Source: an optimization exercise on an open RTL-to-GDS flow (aim: small area, a short achievable clock period and few clock cycles per item). Production flows keep margins and buffers that such runs may drop.
Where RTL was checked, it was by simulation tests only, not by an equivalence proof against the original.

// fir_top
module fir_top (
    input  wire       clk,
    input  wire       resetN,
    input  wire       sampleClk,
    input  wire [7:0] sample,
    output reg  [7:0] sum,
    output reg        dav
);
For scale: roughly 1,100 cells after synthesis, roughly 20 I/O pins, ~12,000 sq um of cells after synthesis.
Settings: LEC_CHECK=0, CAP_MARGIN=20, CORE_MARGIN=2, CORE_UTILIZATION=40, SLEW_MARGIN=20, SYNTH_HIERARCHICAL=1; clock period 10.0 ns.
run.sh (not shown) runs the stock make flow with config.mk's settings and CLKGATE_MAP_FILE= SYNTH_SCRIPT=/design/flow/synth_recipe.tcl, a recipe that flattens the netlist after the stock synthesis.
Edit:
- SETUP_SLACK_MARGIN: unset -> 5
After rerunning: Synthesized cell count stays the same; sequential share of layout area fell by 0.82 points; fmax rose by 28%; via count rose by 2.2%; die area is unchanged.
Function was not checked in any run of this note: the RTL went through the layout flow alone.

---

## the previous run
Another version of the RTL of fir_top (not shown whole).
For scale: roughly 1100 cells after synthesis, about 20 I/O pins, ~0.012 sq mm of cells after synthesis.
Design fir_top, start of the top module:
module fir_top (
    input  wire       clk,
    input  wire       resetN,
    input  wire       sampleClk,
    input  wire [7:0] sample,
    output reg  [7:0] sum,
    output reg        dav
);
make LEC_CHECK=0 CAP_MARGIN=20 CORE_MARGIN=2 CORE_UTILIZATION=40 SETUP_SLACK_MARGIN=5 SLEW_MARGIN=20 finish   # period 10.0 ns
The previous run did not stop at any stage, and its layout met the timing, DRC and antenna checks.
[inputs] the current run vs the previous run
# the previous run
export LEC_CHECK = 0
export CAP_MARGIN = 20
export CORE_MARGIN = 2
export CORE_UTILIZATION = 40
export SETUP_SLACK_MARGIN = 5
export SLEW_MARGIN = 20
create_clock -name core_clock -period 10.0 [get_ports {clk}]
# the current run
export LEC_CHECK = 0
export CAP_MARGIN = 20
export CORE_MARGIN = 2
export CORE_UTILIZATION = 40
export SLEW_MARGIN = 20
create_clock -name core_clock -period 10.0 [get_ports {clk}]
- The current run: PASS, flow complete, no timing, DRC or antenna violations
- Comparing the previous run and the current run, non-clock buffer count is lower on the current run.
- Looking at critical path capture point, the sum[2] result is from the previous run; the sum[7] one comes from the current run.
- Looking at final weighted congestion in routability-driven placement, the current run sits about 1.5% higher than the previous run does.
- Taking the previous run as the reference, in the current run multi-input combinational area share about even, setup slack fell 0.81 ns, final area fell 3.1%, number of hold violations in the final report about even.
- Re filler-free cell count of the finished design: the current run is 26 down on the previous run.
Function was not checked in any run of this note: the RTL went through the layout flow alone.

---

fir_top, a different RTL version from the one above (not shown whole).
Size: roughly 700 cells after synthesis, roughly 0.0099 mm2 of cells after synthesis.
==> flow/config.mk <==
export PLATFORM = sky130hd
export DESIGN_NAME = fir_top
export DESIGN_NICKNAME = fir_top
export VERILOG_FILES = /design/flow/design.v
export SDC_FILE = /design/flow/constraint.sdc
export NUM_CORES = 4
export LEC_CHECK = 0
export CAP_MARGIN = 20
export CORE_MARGIN = 2
export CORE_UTILIZATION = 65
export CTS_BUF_LIST = sky130_fd_sc_hd__clkbuf_8
export CTS_CLUSTER_SIZE = 30
export SETUP_SLACK_MARGIN = 5
export SLEW_MARGIN = 20
export SYNTH_HIERARCHICAL = 1
==> flow/constraint.sdc <==
create_clock -name core_clock -period 10.0 [get_ports {clk}]
set_input_delay 2.0000 -clock core_clock [delete_from_list [all_inputs] [get_ports {clk}]]
set_output_delay 2.0000 -clock core_clock [all_outputs]
set_load 0.01 [all_outputs]
standard.sh (not shown) runs the stock make flow with config.mk's settings and CLKGATE_MAP_FILE= SYNTH_SCRIPT=/design/flow/synth_recipe.tcl, a recipe that flattens the netlist after the stock synthesis.
==> flow/flow/run.sh <==
#!/bin/bash
# The standard layout (the standard.sh: ORFS from synthesis to the final
# layout) with timing repair aiming at a larger setup margin than the flow
# settings allow. ORFS writes each tool's log under orfs/logs; make's own
# output goes to flow_make.log here.
set -euo pipefail
bash standard.sh SETUP_SLACK_MARGIN=7.0 finish > flow_make.log 2>&1
Testbench counts at the start, summed over its fixed seeds: cycles 12,008, items 12,000.
Edit:
==> flow/flow/run.sh (replaced) <==
#!/bin/bash
# The standard layout (the standard.sh: ORFS from synthesis to the final
# layout), with timing repair aiming at a larger setup margin than the flow
# settings allow. make's output goes to flow_make.log; each ORFS step writes
# its own log under orfs/logs, copied here at the end.
set -euo pipefail
bash standard.sh SETUP_SLACK_MARGIN=6.0 finish > flow_make.log 2>&1
cp orfs/logs/*/fir_top/base/*.log . 2>/dev/null || true
CORE_UTILIZATION = 75   (was 65)
After rerunning:
- count of clock-buffer cells in the layout stays the same
- core utilization came out higher by 4.8 points
- synthesized area is unchanged
- via count came out higher by 2.0%
- critical path depth came out higher by 1
- register-to-register slack loses 270 ps
- final cell count came out lower by 7.3%
- synthesized cell count is unchanged
- design area came out lower by 8.1%
- routed wire length came out higher by 4.7%
Edit:
==> flow/flow/run.sh (replaced) <==
#!/bin/bash
# The standard layout (the standard.sh: ORFS from synthesis to the final
# layout) with timing repair aiming at a larger setup margin than the flow
# settings allow. ORFS writes each tool's log under orfs/logs; make's own
# output goes to flow_make.log here.
set -euo pipefail
bash standard.sh SETUP_SLACK_MARGIN=5.6 finish > flow_make.log 2>&1
CORE_UTILIZATION = 65   (was 75)
=> Design area drops by 1.9%. Sequential share of layout area rose by 0.80 points. Routed wire length came out lower by 17%. Hold slack is about the same. Non-clock buffer count falls by 12. Worst setup slack gains 61 ps. Cell count stays the same. Via count shrinks by 9.4%.
Edit:
==> flow/flow/run.sh (replaced) <==
#!/bin/bash
# The standard layout (the standard.sh: ORFS from synthesis to the final
# layout), with timing repair aiming at a larger setup margin than the flow
# settings allow. make's output goes to flow_make.log; each ORFS step writes
# its own log under orfs/logs, copied here at the end.
set -euo pipefail
bash standard.sh SETUP_SLACK_MARGIN=6.2 finish > flow_make.log 2>&1
cp orfs/logs/*/fir_top/base/*.log . 2>/dev/null || true
What happened: Global-route usage came out higher by 0.67 points. Fmax went up by a few percent. Core utilization grows by 1.7 points. Area after synthesis is unchanged. Count of clock-buffer cells in the layout does not change. Final area increases by a few percent. Routed wire length rises by a few percent. Non-clock buffer count rose by 13. Synthesized cell count stays the same.
Edit:
==> flow/flow/run.sh (replaced) <==
#!/bin/bash
# The standard layout (the standard.sh: ORFS from synthesis to the final
# layout) with timing repair aiming at a larger setup margin than the flow
# settings allow. ORFS writes each tool's log under orfs/logs; make's own
# output goes to flow_make.log here.
set -euo pipefail
bash standard.sh SETUP_SLACK_MARGIN=6.5 finish > flow_make.log 2>&1
What happened:
- synthesized area stays the same
- setup slack is worse by 76 ps
- maximum frequency decreases slightly
- utilization increases by 4.3 points
- first-iteration DRC count increases by a few percent

-- afterwards: timing with drivers on the ports --
Ports are ideal in the flow. The routed layouts listed here were re-timed in OpenROAD. Step 1 sets driving cells, clkbuf_16 on the clock port and buf_2 on the other inputs (assumed; they add their load-dependent delay and slew). Step 2 also shifts input and output timing later by t, the mid clock arrival at the registers, as if the neighbouring blocks saw the same clock. Three values: ideal, step 1, step 2; two values: the first two.
run | shift t [ns] | slack for setup (ns) | worst setup path after step 2 | clock arrival spread, ns | worst data-port slew with drivers (ns)
the first run of note 1 | 0.472 | 3.718 / 3.718 / 3.718 | register to register | 0.012 / 0.013 | 0.03
the second run of note 1 | 0.478 | 5.080 / 5.080 / 4.825 | input to register | 0.015 / 0.015 | 0.03
the previous run | 0.467 | 4.962 / 4.991 / 4.524 | input to register | 0.011 / 0.011 | 0.03
the current run | 0.478 | 4.147 / 4.147 / 4.126 | input to register | 0.016 / 0.016 | 0.04
the first run of note 3 | 0.482 | 5.958 / 5.958 / 5.958 | register to register | 0.017 / 0.017 | 0.04
the second run of note 3 | 0.488 | 5.688 / 5.688 / 5.416 | input to register | 0.017 / 0.017 | 0.05
the third run of note 3 | 0.490 | 5.749 / 5.749 / 5.347 | input to register | 0.024 / 0.024 | 0.03
the fourth run of note 3 | 0.480 | 5.922 / 5.922 / 5.770 | input to register | 0.026 / 0.025 | 0.03
the fifth run of note 3 | 0.497 | 5.846 / 5.846 / 5.846 | register to register | 0.021 / 0.021 | 0.04
After both steps setup and hold are still met in every run listed. The setup slack of the previous run, which loses most, moves by +0.029 ns with the drivers and by -0.438 ns with both steps.
